Background: an optimization exercise with open tools, aiming at small area, a short achievable clock period and few clock cycles. Do not read the settings as production practice.
Only the layout flow was run in this run; the RTL was not checked for function there.

<file path="config.mk">
export PLATFORM = sky130hd
export DESIGN_NAME = riscv_trainy_soc
export DESIGN_NICKNAME = riscv_trainy_soc
export VERILOG_FILES = /design/flow/design.v
export SDC_FILE = /design/flow/constraint.sdc
export NUM_CORES = 4
export LEC_CHECK = 0
export CAP_MARGIN = 20
export CORE_MARGIN = 2
export CORE_UTILIZATION = 40
export SLEW_MARGIN = 20
</file>
<file path="constraint.sdc">
create_clock -name core_clock -period 14.0 [get_ports {clock}]
set_input_delay 2.8000 -clock core_clock [delete_from_list [all_inputs] [get_ports {clock}]]
set_output_delay 2.8000 -clock core_clock [all_outputs]
set_load 0.01 [all_outputs]
</file>
<file path="design.v">
module riscv_trainy_soc
(
	input         clock,
	input         reset,
	output [31:0] mem_read_address,
	output        mem_read,
	input  [31:0] mem_read_data,
	input         mem_read_ready,
	output [31:0] mem_write_address,
	output        mem_write,
	output [31:0] mem_write_data
);
function [31:0] rev32(input [31:0] v);
	integer k;
	for (k = 0; k < 32; k = k + 1) rev32[k] = v[31 - k];
endfunction
reg [31:2] fpc;        
reg [31:2] ipc;        
reg        inflight;   
reg        xv;         
reg [31:0] ir;
reg [31:2] xpc;
reg        m_req;      
reg        m_resp;     
reg        m_load;     
reg [31:2] m_addr;
reg [1:0]  m_off;
reg [2:0]  m_f3;
reg [3:0]  m_rd;
reg        w_valid;
reg [31:0] w_data;
reg [31:0] rf [1:15];
reg        md_busy, md_done;
reg [1:0]  md_ph;      
reg [5:0]  md_cnt;
reg [32:0] hi;
reg [31:0] lo;
reg        md_swap, md_neg;
wire [6:0] op  = ir[6:0];
wire [2:0] f3  = ir[14:12];
wire [3:0] rd  = ir[10:7];
wire [3:0] rs1 = ir[18:15];
wire [3:0] rs2 = ir[23:20];
wire is_load  = op[6:2] == 5'b00000;
wire is_store = op[6:2] == 5'b01000;
wire is_op    = op[6:2] == 5'b01100;
wire is_opimm = op[6:2] == 5'b00100;
wire is_lui   = op[6:2] == 5'b01101;
wire is_auipc = op[6:2] == 5'b00101;
wire is_br    = op[6:2] == 5'b11000;
wire is_jal   = op[6:2] == 5'b11011;
wire is_jalr  = op[6:2] == 5'b11001;
wire is_md    = is_op & ir[25];
wire [31:0] imm_i = {{20{ir[31]}}, ir[31:20]};
wire [31:0] imm_s = {{20{ir[31]}}, ir[31:25], ir[11:7]};
wire [31:0] imm_b = {{20{ir[31]}}, ir[7], ir[30:25], ir[11:8], 1'b0};
wire [31:0] imm_u = {ir[31:12], 12'b0};
wire [31:0] imm_j = {{12{ir[31]}}, ir[19:12], ir[20], ir[30:21], 1'b0};
wire [31:0] rs1v = (rs1 == 4'd0) ? 32'd0 : rf[rs1];
wire [31:0] rs2v = (rs2 == 4'd0) ? 32'd0 : rf[rs2];
wire use_rs2 = is_op | is_br;
wire [31:0] opb = use_rs2 ? rs2v : (is_store ? imm_s : imm_i);
wire sub = is_br | ((is_op | is_opimm) & (f3 == 3'd2 || f3 == 3'd3)) | (is_op & f3 == 3'd0 & ir[30]);
wire [32:0] sum = {1'b0, rs1v} + {1'b0, opb ^ {32{sub}}} + {32'd0, sub};
wire ltu = !sum[32];
wire lt  = (rs1v[31] ^ opb[31]) ? rs1v[31] : sum[31];
wire sh_left = !f3[2];
wire [31:0] sh_in = sh_left ? rev32(rs1v) : rs1v;
wire sh_fill = ir[30] & rs1v[31] & !sh_left;
wire [32:0] sh_wide = $signed({sh_fill, sh_in}) >>> opb[4:0];
wire [31:0] sh_res = sh_left ? rev32(sh_wide[31:0]) : sh_wide[31:0];
reg [31:0] alu;
always @(*) begin
	case (f3)
	3'd0: alu = sum[31:0];
	3'd1: alu = sh_res;
	3'd2: alu = {31'd0, lt};
	3'd3: alu = {31'd0, ltu};
	3'd4: alu = rs1v ^ opb;
	3'd5: alu = sh_res;
	3'd6: alu = rs1v | opb;
	default: alu = rs1v & opb;
	endcase
end
wire eq = rs1v == rs2v;
wire br_taken = (f3[2] ? (f3[1] ? ltu : lt) : eq) ^ f3[0];
wire [31:0] pcimm = {xpc, 2'b00} + (is_br ? imm_b : is_jal ? imm_j : imm_u);
wire [31:2] pc4 = xpc + 30'd1;
wire jump = is_jal | is_jalr | (is_br & br_taken);
wire [31:2] target = is_jalr ? sum[31:2] : pcimm[31:2];
wire x_wr = (is_lui | is_auipc | is_jal | is_jalr | is_op | is_opimm) & (rd != 4'd0);
wire uses_rs1 = !(is_lui | is_auipc | is_jal);
wire uses_rs2 = is_op | is_br | is_store;
wire m_busy = m_req | m_resp;
wire load_pend = m_busy & m_load;
wire hazard = load_pend & ((uses_rs1 & rs1 == m_rd) | (uses_rs2 & rs2 == m_rd) |
                           ((x_wr | is_load) & rd == m_rd));
wire stall = hazard | ((is_load | is_store) & m_busy) | (m_resp & m_load) | (is_md & !md_done);
wire x_done = xv & !stall;
wire md_mul = !f3[2];
wire a_sgn = md_mul ? (f3 != 3'd3) : !f3[0];
wire b_sgn = md_mul ? (f3[1] == 1'b0) : !f3[0];
wire a_neg = a_sgn & rs1v[31];
wire b_neg = b_sgn & rs2v[31];
wire md_sel_hi = md_mul ? (f3[1:0] != 2'd0) : f3[1];
wire a_small = a_neg ? (&rs1v[31:16]) : ~|rs1v[31:16];
wire b_small = b_neg ? (&rs2v[31:16]) : ~|rs2v[31:16];
wire swap_now = !b_small & a_small;
wire [31:0] mx_now = swap_now ? rs1v : rs2v;
wire mx_neg_now = swap_now ? a_neg : b_neg;
wire [31:0] ysrc = md_swap ? rs2v : rs1v;
wire ysgn = md_swap ? b_sgn : a_sgn;
wire [33:0] y34 = {{2{ysgn & ysrc[31]}}, ysrc};
wire [33:0] nb34 = b_neg ? {{2{rs2v[31]}}, rs2v} : ~{2'b00, rs2v};
wire nb_cin = !b_neg;
wire md_start = xv & is_md & !md_busy & !md_done & !hazard;
reg [33:0] add_a, add_b;
reg        add_c;
always @(*) begin
	add_a = 34'd0; add_b = 34'd0; add_c = 1'b0;
	if (!md_busy) begin
		if (md_mul) begin
			add_a = {2'b00, mx_neg_now ? ~mx_now : mx_now}; add_c = mx_neg_now;
		end else begin
			add_a = {{2{a_neg}}, rs1v};
			add_b = (a_neg == b_neg) ? ~{{2{b_neg}}, rs2v} : {{2{b_neg}}, rs2v};
			add_c = (a_neg == b_neg);
		end
	end else if (md_ph == 2'd0) begin
		add_a = {2'b00, ~lo}; add_c = 1'b1;
	end else if (md_ph == 2'd1) begin
		if (md_mul) begin
			add_a = {hi[32], hi}; add_b = lo[0] ? y34 : 34'd0;
		end else begin
			add_a = {1'b0, hi[31:0], lo[31]}; add_b = nb34; add_c = nb_cin;
		end
	end else begin
		if (md_sel_hi) begin
			add_a = {1'b0, ~hi}; add_c = md_mul ? (lo == 32'd0) : 1'b1;
		end else begin
			add_a = {2'b00, ~lo}; add_c = 1'b1;
		end
	end
end
wire [33:0] md_sum = add_a + add_b + {33'd0, add_c};
wire [36:0] skip_t = {1'b0, hi[31:0], lo[31:28]} + {{3{nb34[33]}}, nb34} + {36'd0, nb_cin};
wire div_skip4 = skip_t[36] && md_cnt[5:2] != 4'd0;
wire quick_lt = a_neg ? (!md_sum[33] && md_sum != 34'd0) : md_sum[33];
wire a_zero = rs1v == 32'd0;
wire b_zero = rs2v == 32'd0;
wire mul_skip8 = lo[7:0] == 8'd0 && md_cnt[5:3] != 3'd0;
wire mul_skip4 = lo[3:0] == 4'd0 && md_cnt[5:2] != 4'd0;
wire [5:0] cnt_next = md_mul ? (mul_skip8 ? md_cnt - 6'd8 : mul_skip4 ? md_cnt - 6'd4 : md_cnt - 6'd1)
                             : (div_skip4 ? md_cnt - 6'd4 : md_cnt - 6'd1);
always @(posedge clock or posedge reset) begin
	if (reset) begin
		md_busy <= 1'b0;
		md_done <= 1'b0;
		md_ph <= 2'd0;
	end else if (md_start) begin
		if (md_mul ? (a_zero | b_zero) : (b_zero | quick_lt)) begin
			md_done <= 1'b1;
		end else begin
			md_busy <= 1'b1;
			md_ph <= (!md_mul & a_neg) ? 2'd0 : 2'd1;
		end
	end else if (md_busy) begin
		if (md_ph == 2'd0) md_ph <= 2'd1;
		else if (md_ph == 2'd1) begin
			if (cnt_next == 6'd0) begin
				if (md_neg) md_ph <= 2'd2;
				else begin md_busy <= 1'b0; md_done <= 1'b1; end
			end
		end else begin
			md_busy <= 1'b0; md_done <= 1'b1;
		end
	end else if (md_done & x_done) begin
		md_done <= 1'b0;
	end
end
always @(posedge clock) begin
	if (md_start) begin
		md_cnt <= 6'd32;
		md_swap <= swap_now;
		if (md_mul) begin
			hi <= 33'd0;
			lo <= (a_zero | b_zero) ? 32'd0 : md_sum[31:0];
			md_neg <= mx_neg_now;
		end else begin
			hi <= {1'b0, rs1v};
			lo <= b_zero ? 32'hffffffff : quick_lt ? 32'd0 : rs1v;
			if (!b_zero & !quick_lt) hi <= 33'd0;
			md_neg <= f3[1] ? a_neg : (a_neg ^ b_neg);
		end
	end else if (md_busy) begin
		if (md_ph == 2'd0) begin
			lo <= md_sum[31:0];
		end else if (md_ph == 2'd1) begin
			md_cnt <= cnt_next;
			if (md_mul) begin
				if (mul_skip8) begin
					hi <= {{8{hi[32]}}, hi[32:8]};
					lo <= {hi[7:0], lo[31:8]};
				end else if (mul_skip4) begin
					hi <= {{4{hi[32]}}, hi[32:4]};
					lo <= {hi[3:0], lo[31:4]};
				end else begin
					hi <= md_sum[33:1];
					lo <= {md_sum[0], lo[31:1]};
				end
			end else begin
				if (div_skip4) begin
					hi <= {1'b0, hi[27:0], lo[31:28]};
					lo <= {lo[27:0], 4'd0};
				end else if (!md_sum[33]) begin
					hi <= {1'b0, md_sum[31:0]};
					lo <= {lo[30:0], 1'b1};
				end else begin
					hi <= {hi[31:0], lo[31]};
					lo <= {lo[30:0], 1'b0};
				end
			end
		end else begin
			if (md_sel_hi) hi <= {1'b0, md_sum[31:0]};
			else lo <= md_sum[31:0];
		end
	end
end
wire [31:0] md_res = md_sel_hi ? hi[31:0] : lo;
wire redirect = x_done & jump;
wire ir_free = !xv | x_done;
wire accept = inflight & ir_free & !redirect;
wire rewind = inflight & !redirect & (!ir_free | !mem_read_ready);
wire issue = !m_req;
assign mem_read = 1'b1;
assign mem_read_address = {m_req ? m_addr : fpc, 2'b00};
always @(posedge clock or posedge reset) begin
	if (reset) begin
		fpc <= 30'd0;
		inflight <= 1'b0;
		xv <= 1'b0;
	end else begin
		if (redirect) begin
			fpc <= target;
			inflight <= 1'b0;
		end else if (rewind) begin
			fpc <= ipc;
			inflight <= 1'b0;
		end else if (issue) begin
			fpc <= fpc + 30'd1;
			inflight <= 1'b1;
		end else begin
			inflight <= 1'b0;
		end
		xv <= (xv & !x_done) | (accept & mem_read_ready);
	end
end
always @(posedge clock) begin
	if (issue) ipc <= fpc;
	if (accept) begin
		ir <= mem_read_data;
		xpc <= ipc;
	end
end
wire do_load = x_done & is_load & (rd != 4'd0);
wire do_sub  = x_done & is_store & !f3[1];
wire do_sw   = x_done & is_store & f3[1];
wire [31:0] st_data = f3[1] ? rs2v : f3[0] ? {2{rs2v[15:0]}} : {4{rs2v[7:0]}};
wire [3:0] st_mask = m_f3[0] ? (m_off[1] ? 4'b1100 : 4'b0011) : (4'b0001 << m_off);
wire [31:0] wmask = {{8{st_mask[3]}}, {8{st_mask[2]}}, {8{st_mask[1]}}, {8{st_mask[0]}}};
always @(posedge clock or posedge reset) begin
	if (reset) begin
		m_req <= 1'b0;
		m_resp <= 1'b0;
		w_valid <= 1'b0;
	end else begin
		m_req <= do_load | do_sub | (m_resp & !mem_read_ready);
		m_resp <= m_req;
		w_valid <= do_sw | (m_resp & !m_load & mem_read_ready);
	end
end
always @(posedge clock) begin
	if (do_load | do_sub | do_sw) begin
		m_addr <= sum[31:2];
		m_off <= sum[1:0];
		m_f3 <= f3;
		m_rd <= rd;
		m_load <= is_load;
	end
	if (do_sub | do_sw) w_data <= st_data;
	else if (m_resp & !m_load) w_data <= (mem_read_data & ~wmask) | (w_data & wmask);
end
assign mem_write = w_valid;
assign mem_write_address = {m_addr, 2'b00};
assign mem_write_data = w_data;
wire [31:0] ld_sh = mem_read_data >> {m_off, 3'b000};
wire [31:0] ld_val = m_f3[1] ? mem_read_data :
                     m_f3[0] ? {{16{!m_f3[2] & ld_sh[15]}}, ld_sh[15:0]} :
                               {{24{!m_f3[2] & ld_sh[7]}}, ld_sh[7:0]};
wire [31:0] xres = is_lui ? imm_u : is_auipc ? pcimm : (is_jal | is_jalr) ? {pc4, 2'b00} :
                   is_md ? md_res : alu;
wire wr_ld = m_resp & m_load;
wire [3:0] wr_idx = wr_ld ? m_rd : rd;
wire [31:0] wr_val = wr_ld ? ld_val : xres;
wire wr_en = wr_ld | (x_done & x_wr);
always @(posedge clock) begin
	if (wr_en) rf[wr_idx] <= wr_val;
end
endmodule
</file>
<file path="run.sh">
#!/bin/bash
# synth_recipe.tcl (not shown) runs the flow's synth.tcl, then flattens the netlist and writes it again
# the make line also repeats each setting of config.mk as NAME=value (left out here)
make -C /OpenROAD-flow-scripts/flow DESIGN_CONFIG=/design/flow/config.mk WORK_HOME=/design/flow/orfs CLKGATE_MAP_FILE= SYNTH_SCRIPT=/design/flow/synth_recipe.tcl finish
</file>
==> results.rst <==
.. list-table::
   :header-rows: 1

   * - Metric
     - Value
   * - Status
     - timing/DRC/antenna clean
   * - Clock period minus worst slack
     - about 11,000 ps
   * - Gate count of the mapped netlist
     - 5,825
   * - Number of placement rows
     - 139
   * - Deepest level of the CTS H-tree
     - 3
   * - All-layer global routing usage
     - 38.1%
   * - Hold Path Class
     - reg -> reg
   * - Vias in the first global route
     - ~51,000
   * - Hpwl dp
     - about 210,000 um
   * - Synth top area share
     - 37.0%
   * - Latest clock arrival within the worst-skew pair
     - 760 ps
   * - Number of DRC violations after detailed routing
     - 0
   * - Via density per instance
     - around 7
   * - Maximum fanout encountered on the critical timing path
     - 60
   * - Count of vias placed by the detailed router
     - between 50,000 and 60,000
   * - Total negative setup slack
     - 0 ps
   * - Number of synthesized register bits
     - about 760
   * - Unique masters post-synth
     - ~100
   * - Kind of launch point of the worst setup path
     - flip-flop
   * - Worst path depth
     - 30
   * - Total Die Area
     - roughly 0.15 mm^2
   * - Wire length reported by the detailed router
     - about 290,000 um
   * - Seq/Total Area, Yosys
     - about 39%
   * - Biggest area contributors in the synthesized netlist
     - edfxtp_1 (37%), mux4_2 (7.1%), mux2i_1 (5.9%), a21oi_1 (4.5%), ha_1 (4.2%)
   * - Type of the worst setup path
     - reg -> reg
   * - First-pass iteration count of the detailed router
     - 7
   * - Logic depth of the worst register-to-register path
     - 30
   * - Measured slew at the worst slew-check pin
     - roughly 1400 ps
   * - Number of buffers on the longest clock path
     - 3
   * - Number of buffers inserted for hold repair after clock tree synthesis
     - 0
   * - Largest net degree at the start of global routing
     - 140
   * - Hold Fails Final Rpt
     - 0
   * - Count of cells resized by post-cts repair
     - 0
   * - Routed WL per cell
     - ~37 um
   * - Crit path buf inv count
     - 5
   * - Clock sink count
     - about 760
   * - Worst clock skew
     - between 60 and 70 ps
   * - Largest delay share family, worst path
     - compound AO/OA/AOI/OAI gates
   * - Number of buffers added by the clock tree synthesis step
     - 85
   * - Post-CTS clock slew at the launch and capture registers of the worst setup and hold paths
     - approximately 60 ps
   * - Core outline area
     - 0.143 mm^2
   * - Max Fclk
     - about 0.087 GHz
   * - Final Max Tran Viols
     - 0
   * - WHS
     - between 400 and 500 ps
   * - Area added between synthesis and finish
     - 11.6%
   * - Initial cell density of the core
     - approximately two fifths
   * - Post-route fraction of the period consumed by the critical path
     - 81.9%
   * - Count of flip-flops with a built-in enable after synthesis
     - roughly 710
   * - Clock tree root driver cell
     - clkbuf_16
   * - Die extent in y
     - roughly 380 um
   * - Relative max-transition margin
     - under 10%
   * - Post-synth design cell area
     - about 0.057 mm^2
   * - Per-instance average area after synthesis
     - a little under 10 um^2
   * - Worst hold path stage count
     - 0
   * - Share of post-route cells with drive strength above 1
     - 12.3%
   * - RD Place Congestion
     - around 1.1
   * - Launch point of the worst hold path
     - ipc[20]$_DFFE_PN_
   * - Synth Flop Type
     - edfxtp_1
   * - Standard cell with the maximum stage delay on the critical path
     - o21ai_2
   * - Total of warnings raised by yosys
     - 1
   * - Max-cap violations
     - 0
   * - Count of nets after finishing
     - a little over 6,000
   * - Unrepaired setup endpoints after global routing
     - no
   * - Number of port buffers
     - approximately 130
   * - I/O pin count
     - around 130
   * - Clock tree from TritonCTS
     - built
   * - Required time of the critical path
     - between 10,000 and 15,000 ps
   * - Cell type with the highest aggregate area in the netlist
     - edfxtp_1
   * - Antenna-violating nets left
     - 0
   * - Worst endpoint data arrival time
     - 12,050 ps
   * - Worst stage delay on the critical path
     - 930 ps
   * - Global route overflow
     - 0
   * - Antenna violations before repair
     - 19
   * - Wire length of the first global-routing pass
     - approximately 400,000 um
   * - Floorplan die width
     - between 300 and 400 um
   * - Post-CTS setup buffer count
     - 0
   * - Fraction of synthesis flops using an asynchronous set or reset pin
     - roughly 5%
   * - DRC marker count from the first detailed-route iteration
     - 8,730
   * - Critical path capture point type
     - flip-flop
   * - Setup violations, final
     - 0
per-stage QoR:
stage	std cells	setup slack, ps	utilization, %	cell area (um^2)
6_report	7804	2530	44.8	64200
5_1_grt	7798	2350	44.8	64200
4_1_cts	7796	3070	44.8	64100
3_5_place_dp	7637	3180	42.8	61300
3_3_place_gp	7637	3380	42.8	61300
2_1_floorplan	5828	5970	-	57500
cell families (layout without fill, tap and decap cells):
kind of cell	count (synthesis)	count (layout)	synth area share (%)
buf+inv	578	645	4.29
xor+xnor	267	267	4.08
flops	762	762	39.2
fa+ha+maj	197	197	4.34
simple gates	1603	1603	12.9
mux	583	583	14.2
other cells	2	11	0.0131
compound gates	1833	1833	21.0
layer usage:
metal | up-vias | GRT usage [%] | wire, um
met4 | 8 | 24.1 | 22700
met2 | 4022 | 55.6 | 120000
li1 | 22500 | - | -
met3 | 981 | 10.6 | 34600
met5 | - | 0 | 149
met1 | 26900 | 49.7 | 110000
final timing paths:
| kind | to | slack, ps |
|---|---|---|
| max in group asynchronous | md_busy$_DFFE_PP0P_ | 10790 |
| min reg2reg | xpc[20]$_DFFE_PP_ | 450 |
| max reg2reg | md_ph[0]$_DFFE_PP0P_ | 2530 |
| max | md_ph[0]$_DFFE_PP0P_ | 2530 |
| min | xpc[20]$_DFFE_PP_ | 450 |
| min in group asynchronous | fpc[10]$_DFFE_PP0P_ | 2590 |
synth_stat cells (all sizes together) (16+ instances only):
| library cell | count |
|---|---|
| nor2b | 79 |
| o221ai | 54 |
| a211o | 23 |
| and3 | 34 |
| mux2i | 340 |
| dfrtp | 39 |
| a31oi | 52 |
| edfxtp | 709 |
| a22o | 20 |
| a22oi | 44 |
| clkbuf | 313 |
| o21a | 29 |
| nand2 | 475 |
| a211oi | 164 |
| nand3 | 120 |
| a311oi | 20 |
| a21o | 74 |
| and2 | 26 |
| o211ai | 57 |
| mux4 | 180 |
| a32oi | 19 |
| o21bai | 24 |
| nand2b | 59 |
| xor2 | 98 |
| mux2 | 63 |
| nor4 | 31 |
| nand4 | 50 |
| o22ai | 91 |
| ha | 193 |
| o21ai | 350 |
| inv | 125 |
| buf | 133 |
| xnor2 | 169 |
| a21oi | 519 |
| nor3 | 106 |
| o31ai | 24 |
| nor2 | 524 |
| a31o | 19 |
| a2111oi | 19 |
| a221oi | 84 |
| a2bb2oi | 16 |
| or3 | 22 |
| or2 | 17 |
| a221o | 16 |
cells in the final DEF (no fill, tap or decap), types with 29 or more instances in the layout:
master           instances
a21oi_1                512
clkbuf_16               85
xnor2_1                168
o22ai_1                 91
a21o_1                  74
nand2_1                472
xor2_1                  98
nand4_1                 50
nand2b_1                57
edfxtp_1               709
a211oi_1               159
mux2_2                  60
inv_1                  119
nor3_1                 103
o21a_1                  29
o21ai_0                320
mux2i_1                339
nor2b_1                 78
and3_1                  34
ha_1                   193
clkdlybuf4s50_1        127
buf_4                  220
o211ai_1                57
nand3_1                119
nor2_1                 502
mux4_2                 180
dfrtp_1                 35
a31oi_1                 49
a221oi_1                84
a22oi_1                 42
o221ai_1                53
state kept, by name, indices dropped and copies added, names as in the netlist, 2 cells and up, named ones only:
name,flops
m_rd,4
md_ph,2
ir,30
fpc,30
xpc,30
m_off,2
m_addr,30
rf,480
m_f3,3
lo,32
md_cnt,6
hi,33
ipc,30
area by class of cell:
class	count	area [um^2]
Sequential cell	762	22600
Clock buffer	112	2260
Timing Repair Buffer	354	3050
Tap cell	1903	2380
Inverter	132	498
Clock inverter	47	609
Fill cell	13600	79000
Antenna cell	6	15.0
Multi-Input combinational cell	4488	32800

what the ideal ports hide:
In the flow no input, the clock included, has a driving cell. The finished layout below was timed again as built, in two steps. Step 1: set_driving_cell puts a clkbuf_16 on clock and a buf_2 on each other input, an assumption about the parent block. Step 2 also shifts input and output timing later by t, the mid clock arrival at the registers, as if the neighbouring blocks saw the same clock. Slacks: ideal / step 1 / step 2; pairs: ideal / step 1.
shift t [ns]: 0.806
slack for setup (ns): 2.530 / 2.530 / 2.530
worst setup path at the end: register to register
worst slew at a driven data input, ns: 0.04
cell pins on the clock port's net: 1
After both steps setup and hold are still met in this run. The setup slack of this run moves by 0.000 ns with the drivers and by 0.000 ns with both steps.
